What follows belongs to an exercise in optimizing a design on an open flow for small area; a production flow would make more cautious choices. The RTL was checked by simulation tests, not by an equivalence proof against the original design. Power figures rest on the tool's default switching activity, not on a simulated workload.

==> flow/design.v <==
module pulse_gen_tim
#(parameter WIDTH=25)
(
	input clk, enable, reset,
	input tim,  
	input [WIDTH-1:0] delay_in,
	input [WIDTH-1:0] duration_in,
	input [WIDTH-1:0] T_in,
	output reg out_signal
);
	reg [7:0] c0, c1, c2;
	reg [1:0] c3;
	reg cout1, cout2, cout3;
	reg state;
	localparam S0 = 1'b0, S1 = 1'b1;
	reg [WIDTH-1:0] pulse_time;
	reg [WIDTH-1:0] delay;
	reg [20:0] count_tim;
	reg [1:0] pre;
	reg [1:0] eq;
	wire [25:0] cnt = {c3, c2, c1, c0};
	wire [WIDTH-1:0] pt_nx = (state == S0) ? T_in : pulse_time;
	wire [WIDTH-1:0] dl_nx = (state == S0) ? delay_in : delay;
	reg [26:0] cs_s, cs_c;
	reg [26:0] yg, yp;
	reg [25:0] xg, xp;
	reg [24:0] bg, bp;
	reg a0, a1, a2;
	reg gg, pp, y_co, x_co, b_co;
	integer i, j;
	localparam K = 6;
	always @(*) begin
		for (i = 0; i < 27; i = i + 1) begin
			a0 = (i < 26) ? cnt[i] : 1'b0;
			a1 = (i < 21) ? count_tim[i] : 1'b0;
			a2 = (i < 25) ? ~duration_in[i] : 1'b1;
			cs_s[i] = a0 ^ a1 ^ a2;
			cs_c[i] = (a0 & a1) | (a0 & a2) | (a1 & a2);
		end
		yg = cs_s & {cs_c[25:0], 1'b1};
		yp = cs_s | {cs_c[25:0], 1'b1};
		y_co = 1'b0;
		for (j = 0; j < 27; j = j + K) begin
			gg = 1'b0;
			pp = 1'b1;
			for (i = j; i < j + K && i < 27; i = i + 1) begin
				gg = yg[i] | (yp[i] & gg);
				pp = pp & yp[i];
			end
			y_co = gg | (pp & y_co);
		end
		xg = cnt & ~{1'b0, duration_in};
		xp = cnt | ~{1'b0, duration_in};
		x_co = 1'b1;
		for (j = 0; j < 26; j = j + K) begin
			gg = 1'b0;
			pp = 1'b1;
			for (i = j; i < j + K && i < 26; i = i + 1) begin
				gg = xg[i] | (xp[i] & gg);
				pp = pp & xp[i];
			end
			x_co = gg | (pp & x_co);
		end
		bg = duration_in & ~{4'd0, count_tim};
		bp = duration_in | ~{4'd0, count_tim};
		b_co = 1'b1;
		for (j = 0; j < 25; j = j + K) begin
			gg = 1'b0;
			pp = 1'b1;
			for (i = j; i < j + K && i < 25; i = i + 1) begin
				gg = bg[i] | (bp[i] & gg);
				pp = pp & bp[i];
			end
			b_co = gg | (pp & b_co);
		end
	end
	wire hit_u = x_co | (b_co & y_co);
	wire hit_t = cnt == {1'b0, pt_nx};
	wire hit_d = cnt == {1'b0, dl_nx};
	wire [1:0] code = {hit_u | hit_t, hit_u | (~hit_t & hit_d)};
	wire clr = reset | (state == S0);
	wire fin = eq[1] & eq[0];
always @(posedge clk) begin
	if (state == S0) begin
		pulse_time <= T_in;
		delay <= delay_in;
	end
end
always @(posedge clk) begin
	if (reset) begin
		out_signal <= 1'b0;
		state <= S0;
		count_tim <= 21'd0;
		cout1 <= 1'b0;
		cout2 <= 1'b0;
		cout3 <= 1'b0;
		pre <= 2'b11;
		eq <= 2'b00;
	end else begin
		case (state)
		S0: begin
			if (tim) count_tim <= count_tim + 1'b1;
			else if (enable) state <= S1;
		end
		S1: begin
			if (eq[1]) out_signal <= 1'b0;
			else if (eq[0]) out_signal <= 1'b1;
			if (fin) begin
				state <= S0;
				count_tim <= 21'd0;
			end
		end
		endcase
		cout1 <= (c0 == 8'hfe);
		cout2 <= &c1;
		cout3 <= &c2;
		pre <= code;
		eq <= pre;
	end
end
always @(posedge clk) begin
	c0 <= clr ? 8'd0 : c0 + 8'd1;
	if (cout1 & ~reset) c1 <= c1 + 8'd1;
	else if (clr) c1 <= 8'd0;
	if (cout2 & cout1 & ~reset) c2 <= c2 + 8'd1;
	else if (clr) c2 <= 8'd0;
	if (cout3 & cout2 & cout1 & ~reset) c3 <= c3 + 2'd1;
	else if (clr) c3 <= 2'd0;
end
endmodule
export LEC_CHECK = 0
export CAP_MARGIN = 20
export CORE_MARGIN = 2
export CORE_UTILIZATION = 40
export PLACE_DENSITY = 0.6
export SLEW_MARGIN = 20
create_clock -name core_clock -period 5.0 [get_ports {clk}]
standard.sh (not shown) runs the stock make flow with config.mk's settings and CLKGATE_MAP_FILE= SYNTH_SCRIPT=/design/flow/synth_recipe.tcl, a recipe that flattens the netlist after the stock synthesis.
==> flow/flow/run.sh <==
#!/bin/bash
# The standard layout with these changes:
#  - after the standard synthesis, the combinational logic is mapped again
#    by ABC with an area-oriented script (flow/area.abc); flip-flops are
#    kept as they are (same instances, names and cells);
#  - port buffers are the smallest buffer cell (buf_1);
#  - CTS uses clkbuf_8, clusters of up to 30 sinks, and inserts no dummy loads.
set -euo pipefail
here=$(pwd)
R=$here/orfs/results/$FLOW_PLATFORM/pulse_gen_tim/base
LIB=$FLOW_HOME/platforms/$FLOW_PLATFORM/lib/sky130_fd_sc_hd__tt_025C_1v80.lib
YOSYS=$(command -v yosys || echo $FLOW_HOME/../tools/install/yosys/bin/yosys)
export BUFFER_PORTS_ARGS="-buffer_cell sky130_fd_sc_hd__buf_1"
export CTS_ARGS="-sink_clustering_enable -repair_clock_nets -dont_use_dummy_load -buf_list sky130_fd_sc_hd__clkbuf_8 -sink_clustering_size 30 -sink_clustering_max_diameter 100"

bash standard.sh synth > standard_synth.log 2>&1

cp $R/1_2_yosys.v $here/standard_netlist.v
DU=""
for c in sky130_fd_sc_hd__lpflow_bleeder_1 sky130_fd_sc_hd__lpflow_clkbufkapwr_1 sky130_fd_sc_hd__lpflow_clkbufkapwr_16 sky130_fd_sc_hd__lpflow_clkbufkapwr_2 sky130_fd_sc_hd__lpflow_clkbufkapwr_4 sky130_fd_sc_hd__lpflow_clkbufkapwr_8 sky130_fd_sc_hd__lpflow_clkinvkapwr_1 sky130_fd_sc_hd__lpflow_clkinvkapwr_16 sky130_fd_sc_hd__lpflow_clkinvkapwr_2 sky130_fd_sc_hd__lpflow_clkinvkapwr_4 sky130_fd_sc_hd__lpflow_clkinvkapwr_8 sky130_fd_sc_hd__lpflow_decapkapwr_12 sky130_fd_sc_hd__lpflow_decapkapwr_3 sky130_fd_sc_hd__lpflow_decapkapwr_4 sky130_fd_sc_hd__lpflow_decapkapwr_6 sky130_fd_sc_hd__lpflow_decapkapwr_8 sky130_fd_sc_hd__lpflow_inputiso0n_1 sky130_fd_sc_hd__lpflow_inputiso0p_1 sky130_fd_sc_hd__lpflow_inputiso1n_1 sky130_fd_sc_hd__lpflow_inputiso1p_1 sky130_fd_sc_hd__lpflow_inputisolatch_1 sky130_fd_sc_hd__lpflow_isobufsrc_1 sky130_fd_sc_hd__lpflow_isobufsrc_16 sky130_fd_sc_hd__lpflow_isobufsrc_2 sky130_fd_sc_hd__lpflow_isobufsrc_4 sky130_fd_sc_hd__lpflow_isobufsrc_8 sky130_fd_sc_hd__lpflow_isobufsrckapwr_16 sky130_fd_sc_hd__lpflow_lsbuf_lh_hl_isowell_tap_1 sky130_fd_sc_hd__lpflow_lsbuf_lh_hl_isowell_tap_2 sky130_fd_sc_hd__lpflow_lsbuf_lh_hl_isowell_tap_4 sky130_fd_sc_hd__lpflow_lsbuf_lh_isowell_4 sky130_fd_sc_hd__lpflow_lsbuf_lh_isowell_tap_1 sky130_fd_sc_hd__lpflow_lsbuf_lh_isowell_tap_2 sky130_fd_sc_hd__lpflow_lsbuf_lh_isowell_tap_4 sky130_fd_sc_hd__probe_p_8 sky130_fd_sc_hd__probec_p_8 ; do DU="$DU -dont_use $c"; done
cat > $here/remap.ys <<EOS
read_liberty -ignore_miss_func $LIB
read_verilog $here/standard_netlist.v
hierarchy -top $FLOW_TOP
setattr -mod -set blackbox 1 sky130_fd_sc_hd__df* sky130_fd_sc_hd__edf*
flatten
opt_clean
delete t:\$scopeinfo
abc -liberty $LIB $DU -script $here/flow/area.abc
opt_clean
hilomap -singleton -hicell sky130_fd_sc_hd__conb_1 HI -locell sky130_fd_sc_hd__conb_1 LO
stat -liberty $LIB
write_verilog -noattr -noexpr -nohex -nodec $here/remapped.v
EOS
$YOSYS -s $here/remap.ys > $here/remap.log 2>&1
cp $here/remapped.v $R/1_2_yosys.v
rm -f $R/1_synth.odb $R/1_synth.sdc

bash standard.sh > standard.log 2>&1
==> flow/flow/area.abc <==
strash; &get -n; &deepsyn -T 60; &put; dch -f; &get -n; &nf -R 1000; &put
The baseline produced a clean layout.
Change:
--- a/flow/flow/run.sh
+++ b/flow/flow/run.sh
@@ -7 +7 @@
-#  - CTS uses clkbuf_8, clusters of up to 30 sinks, and inserts no dummy loads.
+#  - CTS uses clkbuf_8 and inserts no dummy loads.
@@ -14 +14 @@
-export CTS_ARGS="-sink_clustering_enable -repair_clock_nets -dont_use_dummy_load -buf_list sky130_fd_sc_hd__clkbuf_8 -sink_clustering_size 30 -sink_clustering_max_diameter 100"
+export CTS_ARGS="-sink_clustering_enable -repair_clock_nets -dont_use_dummy_load -buf_list sky130_fd_sc_hd__clkbuf_8"
Power is unchanged.
Area after synthesis stays the same.
Die area is unchanged.
Final cell count does not change.
Cell area does not change.
Wire length stays the same.
Change:
--- a/flow/flow/run.sh
+++ b/flow/flow/run.sh
@@ -14 +14 @@
-export CTS_ARGS="-sink_clustering_enable -repair_clock_nets -dont_use_dummy_load -buf_list sky130_fd_sc_hd__clkbuf_8"
+export CTS_ARGS="-sink_clustering_enable -repair_clock_nets -dont_use_dummy_load -buf_list \"sky130_fd_sc_hd__clkbuf_4 sky130_fd_sc_hd__clkbuf_8\""
==> flow/flow/area.abc (replaced) <==
strash; &get -n; &deepsyn -J 100 -T 600; &put; dch -f; amap; topo
=> Utilization rises by 0.40 points. Synthesized cell count rises by 5.2%. Flip-flop and latch count stays the same. Setup slack degrades by 170 ps. Clock-buffer cell count stays the same. Synthesized area falls by about 5%. Worst hold slack degrades by 3.1 ps. Clock power rises by about 3%. First-iteration DRC count rises by 45%. Total power rises by about 0.45%.
Change:
--- a/flow/flow/run.sh
+++ b/flow/flow/run.sh
@@ -7 +7 @@
-#  - CTS uses clkbuf_8 and inserts no dummy loads.
+#  - CTS uses a clkbuf_16 root, clkbuf_4 elsewhere, and inserts no dummy loads.
@@ -14 +14 @@
-export CTS_ARGS="-sink_clustering_enable -repair_clock_nets -dont_use_dummy_load -buf_list \"sky130_fd_sc_hd__clkbuf_4 sky130_fd_sc_hd__clkbuf_8\""
+export CTS_ARGS="-sink_clustering_enable -repair_clock_nets -dont_use_dummy_load -buf_list sky130_fd_sc_hd__clkbuf_4 -root_buf sky130_fd_sc_hd__clkbuf_16"
==> flow/flow/area.abc (replaced) <==
strash; &get -n; &deepsyn -T 60; &put; dch -f; amap; topo
Design area goes up by 1.7%.
Total power goes up by 11%.
Clock power goes up by 39%.
Global-route usage barely changes.
Sequential power hardly moves.
Die area does not change.
Worst setup slack got worse by 20 ps.
Count of clock-buffer cells in the layout is unchanged.
Via count barely changes.
Synthesized area stays the same.
Change:
--- a/flow/flow/run.sh
+++ b/flow/flow/run.sh
@@ -7 +7 @@
-#  - CTS uses a clkbuf_16 root, clkbuf_4 elsewhere, and inserts no dummy loads.
+#  - CTS uses clkbuf_8 and inserts no dummy loads.
@@ -14 +14 @@
-export CTS_ARGS="-sink_clustering_enable -repair_clock_nets -dont_use_dummy_load -buf_list sky130_fd_sc_hd__clkbuf_4 -root_buf sky130_fd_sc_hd__clkbuf_16"
+export CTS_ARGS="-sink_clustering_enable -repair_clock_nets -dont_use_dummy_load -buf_list sky130_fd_sc_hd__clkbuf_8"
==> flow/flow/area.abc (replaced) <==
strash; &get -n; &deepsyn -J 100 -T 600; &put; dch -f; amap; topo
The new run completed without violations; routed wire length increases slightly; setup slack is better by 20 ps; worst hold slack improved by 6.8 ps; total power shrinks by roughly a tenth; register-to-register slack is worse by 20 ps; final cell count stays the same.

[afterwards: timing with drivers on the ports]
In the flow no input, the clock included, has a driving cell. The finished layouts below were timed again as built, in two steps.
Step 1 sets driving cells, clkbuf_16 on the clock port and buf_2 on the other inputs (assumed; they add their load-dependent delay and slew).
Step 2 adds t to the input delays and takes it off the output delays; t is the mean of the earliest and latest rising clock arrival at the registers after step 1. Input paths then give back, and output paths get back, about the clock's delay inside the block.
Three values: no drivers, after step 1, after step 2; two values: the first two.
run | t, ns | slack for setup (ns) | worst setup path after step 2 | clock arrival spread, ns
the first run | 0.408 | 0.789 / 0.802 / 0.393 | input to register | 0.023 / 0.023
the second run | 0.408 | 0.789 / 0.802 / 0.393 | input to register | 0.023 / 0.023
the third run | 0.409 | 0.617 / 0.621 / 0.223 | input to register | 0.019 / 0.019
the fourth run | 0.389 | 0.598 / 0.616 / 0.227 | input to register | 0.009 / 0.010
the fifth run | 0.409 | 0.617 / 0.621 / 0.223 | input to register | 0.019 / 0.019
After both steps setup and hold are still met in every run listed.
